Background: an optimization exercise with open tools, aiming at small area. Do not read the settings as production practice. Function was checked by simulation only, so behaviour that the tests miss may differ from the original. No activity file was given, so power comes from the tool's default toggle rates. The clock port is modelled as an ideal driver; clocking choices that lean on that would not hold on a real chip.

==> inputs of v13 <==
## agc_core
module agc_core(
    input wire clk,
    input wire rst,
    input wire BLKUPL_n,
    input wire BMGXM,
    input wire BMGXP,
    input wire BMGYM,
    input wire BMGYP,
    input wire BMGZM,
    input wire BMGZP,
    input wire CAURST,
    input wire CDUFAL,
    input wire CDUXM,
    input wire CDUXP,
    input wire CDUYM,
    input wire CDUYP,
    input wire CDUZM,
    input wire CDUZP,
    input wire CTLSAT,
    input wire DBLTST,
    input wire DKBSNC,
    input wire DKEND,
    input wire DKSTRT,
    input wire DOSCAL,
    input wire FLTOUT,
    input wire FREFUN,
    input wire GATEX_n,
    input wire GATEY_n,
    input wire GATEZ_n,
    input wire GCAPCL,
    input wire GUIREL,
    input wire HOLFUN,
    input wire IMUCAG,
    input wire IMUFAL,
    input wire IMUOPR,
    input wire IN3008,
    input wire IN3212,
    input wire IN3213,
    input wire IN3214,
    input wire IN3216,
    input wire IN3301,
    input wire ISSTOR,
    input wire LEMATT,
    input wire LFTOFF,
    input wire LRIN0,
    input wire LRIN1,
    input wire LRRLSC,
    input wire LVDAGD,
    input wire MAINRS,
    input wire MAMU,
    input wire MANmP,
    input wire MANmR,
    input wire MANmY,
    input wire MANpP,
  ...
==> flow/config.mk <==
export PLATFORM = sky130hd
export DESIGN_NAME = agc_core
export DESIGN_NICKNAME = agc_core
export VERILOG_FILES = /design/flow/design.v
export SDC_FILE = /design/flow/constraint.sdc
export NUM_CORES = 8
export LEC_CHECK = 0
export CAP_MARGIN = 20
export CORE_MARGIN = 2
export CORE_UTILIZATION = 65
export SLEW_MARGIN = 20
==> flow/constraint.sdc <==
create_clock -name core_clock -period 10.0 [get_ports {clk}]
set_input_delay 2.0000 -clock core_clock [delete_from_list [all_inputs] [get_ports {clk}]]
set_output_delay 2.0000 -clock core_clock [all_outputs]
set_load 0.01 [all_outputs]
standard.sh (not shown) runs the stock make flow with config.mk's settings and CLKGATE_MAP_FILE= SYNTH_SCRIPT=/design/flow/synth_recipe.tcl, a recipe that flattens the netlist after the stock synthesis.
==> flow/flow/run.sh <==
#!/bin/bash
# Own layout flow: the standard flow (standard.sh, unchanged synthesis),
# with two placement/CTS arguments changed:
#  - port buffers use the smallest buffer (buf_1) instead of the default pick;
#  - clock tree synthesis without dummy loads, with the clustering settings below.
# Every tool's output goes to flow.log here; ORFS keeps its per-step logs in orfs/logs.
set -euo pipefail
cd "$(dirname "$0")/.."
CTS="-sink_clustering_enable -repair_clock_nets -dont_use_dummy_load"
CTS="$CTS -buf_list sky130_fd_sc_hd__clkbuf_16 -sink_clustering_size 32 -sink_clustering_max_diameter 80"
bash standard.sh "CTS_ARGS=$CTS" "BUFFER_PORTS_ARGS=-buffer_cell sky130_fd_sc_hd__buf_1" finish > flow.log 2>&1
==> v36: changes against v13 <==
--- a/flow/flow/run.sh
+++ b/flow/flow/run.sh
@@ -9,3 +9,3 @@
 CTS="-sink_clustering_enable -repair_clock_nets -dont_use_dummy_load"
-CTS="$CTS -buf_list sky130_fd_sc_hd__clkbuf_16 -sink_clustering_size 32 -sink_clustering_max_diameter 80"
+CTS="$CTS -buf_list sky130_fd_sc_hd__clkbuf_8 -sink_clustering_size 17 -sink_clustering_max_diameter 60"
 bash standard.sh "CTS_ARGS=$CTS" "BUFFER_PORTS_ARGS=-buffer_cell sky130_fd_sc_hd__buf_1" finish > flow.log 2>&1
==> comparison table <==
                                                           v13           v36
Result of the run                     timing/DRC/antenna clean  timing/DRC/antenna clean
Total power per unit cell area                    227.8 mW/mm²  226.0 mW/mm²
Number of vias per cell                                  5.688         5.679
Initial antenna violation count                             43            40
Overall via count from detail_route                     116.0k        116.9k
Buffering overhead                                      1.045%        1.046%
Worst setup startpoint                          ERAS_RDATA[15]    U31016_F_y
Minimum clock period after layout                     4.820 ns      5.045 ns
Footprint of the multi-input gates                 0.03762 mm²   0.03762 mm²
Share of total power consumed by net switching          23.38%        23.96%
Count of antenna diodes in the layout                       54            38
Multi-input gate share of total cell area               17.66%        17.67%
Met1 Routed Length                                    222.0 mm      225.0 mm

* * *

==> violet: inputs <==
agc_core, a different RTL version from the one above (not shown whole).
export LEC_CHECK = 0
export ABC_AREA = 1
export CAP_MARGIN = 20
export CORE_MARGIN = 2
export CORE_UTILIZATION = 45
export SLEW_MARGIN = 20
create_clock -name core_clock -period 10.0 [get_ports {clk}]
==> flow/flow/run.sh <==
#!/bin/bash
# Own layout flow: the standard flow (standard.sh, unchanged synthesis),
# with two placement/CTS arguments changed:
#  - port buffers use the smallest buffer (buf_1) instead of the default pick;
#  - clock tree synthesis without dummy loads, with the clustering settings below.
# Every tool's output goes to flow.log here; ORFS keeps its per-step logs in orfs/logs.
set -euo pipefail
cd "$(dirname "$0")/.."
CTS="-sink_clustering_enable -repair_clock_nets -dont_use_dummy_load"
CTS="$CTS -buf_list sky130_fd_sc_hd__clkbuf_8 -sink_clustering_size 14 -sink_clustering_max_diameter 50"
bash standard.sh "CTS_ARGS=$CTS" "BUFFER_PORTS_ARGS=-buffer_cell sky130_fd_sc_hd__buf_1" finish > flow.log 2>&1
==> juniper (differences from violet) <==
--- a/flow/flow/run.sh
+++ b/flow/flow/run.sh
@@ -9,3 +9,3 @@
 CTS="-sink_clustering_enable -repair_clock_nets -dont_use_dummy_load"
-CTS="$CTS -buf_list sky130_fd_sc_hd__clkbuf_8 -sink_clustering_size 14 -sink_clustering_max_diameter 50"
+CTS="$CTS -buf_list sky130_fd_sc_hd__clkbuf_8 -sink_clustering_size 17 -sink_clustering_max_diameter 60"
 bash standard.sh "CTS_ARGS=$CTS" "BUFFER_PORTS_ARGS=-buffer_cell sky130_fd_sc_hd__buf_1" finish > flow.log 2>&1
Settings changed: ABC_AREA 1 to not set, CORE_UTILIZATION 45 to 65.
==> ember (differences from violet) <==
--- a/flow/flow/run.sh
+++ b/flow/flow/run.sh
@@ -9,3 +9,3 @@
 CTS="-sink_clustering_enable -repair_clock_nets -dont_use_dummy_load"
-CTS="$CTS -buf_list sky130_fd_sc_hd__clkbuf_8 -sink_clustering_size 14 -sink_clustering_max_diameter 50"
+CTS="$CTS -buf_list sky130_fd_sc_hd__clkbuf_8 -sink_clustering_size 17 -sink_clustering_max_diameter 60"
 bash standard.sh "CTS_ARGS=$CTS" "BUFFER_PORTS_ARGS=-buffer_cell sky130_fd_sc_hd__buf_1" finish > flow.log 2>&1
Settings changed: ABC_AREA 1 to not set.
==> comparison table <==
Number of buffers created by CTS: juniper 533; violet 655; ember 542
Hpwl dp: juniper 367 mm; violet 383 mm; ember 383 mm
Status: juniper complete, no violations; violet complete, no violations; ember complete, no violations
Die width: juniper 577 um; violet 697 um; ember 693 um
Met2 layer wire length in the routed design: juniper 230 mm; violet 242 mm; ember 249 mm
Switching component of the power: juniper 12.2 mW; violet 12.8 mW; ember 12.4 mW
R2r worst-path depth: juniper 5; violet 3; ember 2
Antenna diodes: juniper 46; violet 32; ember 35
Fraction of area in registers: juniper 71.6%; violet 69.5%; ember 70.7%
Clk pwr: juniper 13.8 mW; violet 15.3 mW; ember 14.1 mW
Comb pwr share: juniper 4.6%; violet 5.0%; ember 4.6%
Static Leak: juniper 93.1 nW; violet 98.7 nW; ember 93.3 nW
Compound-cell area share of the yosys netlist: juniper 10.3%; violet 9.97%; ember 10.3%
Number of non-clock buffers in the layout: juniper 465; violet 457; ember 498
Met2 GRT Util: juniper 47.0%; violet 34.4%; ember 35.4%
Post-Layout Inst Area: juniper 226000 um^2; violet 233000 um^2; ember 229000 um^2
Pwr Density: juniper 225 nW/um^2; violet 226 nW/um^2; ember 224 nW/um^2
CP max FO: juniper 17; violet 16; ember 17
Levels on crit path: juniper 2; violet 4; ember 2
FF+latch area: juniper 162000 um^2; violet 162000 um^2; ember 162000 um^2
Worst hold path depth: juniper 1; violet 0; ember 0
Seq. pwr: juniper 34.8 mW; violet 34.6 mW; ember 34.8 mW

[port drivers added, routing unchanged]
The results above use ideal ports. As a check the final layouts listed here were re-extracted and re-timed, cells and wires unchanged. Step 1 sets driving cells, clkbuf_16 on the clock port and buf_2 on the other inputs (assumed; they add their load-dependent delay and slew). Step 2 also shifts input and output timing later by t, the mid clock arrival at the registers, as if the neighbouring blocks saw the same clock. Slacks: ideal / step 1 / step 2; pairs: ideal / step 1.
run | shift t [ns] | setup slack, ns | worst hold slack (ns) | worst data-port slew with drivers (ns) | cell pins on the clock port's net
v13 | 1.032 | 5.180 / 5.082 / 4.659 | 0.336 / 0.336 / 0.336 | 0.12 | 1
v36 | 1.225 | 4.955 / 4.853 / 4.661 | 0.325 / 0.325 / 0.325 | 0.11 | 1
violet | 1.349 | 4.838 / 4.713 / 4.681 | 0.254 / 0.254 / 0.254 | 0.65 | 1
juniper | 1.303 | 4.895 / 4.791 / 4.421 | 0.337 / 0.337 / 0.337 | 0.07 | 1
ember | 1.341 | 4.463 / 4.344 / 4.720 | 0.290 / 0.290 / 0.290 | 0.16 | 1
After both steps every run listed still meets setup and hold. The setup slack of v13, which loses most, moves by -0.098 ns with the drivers and by -0.521 ns with both steps.
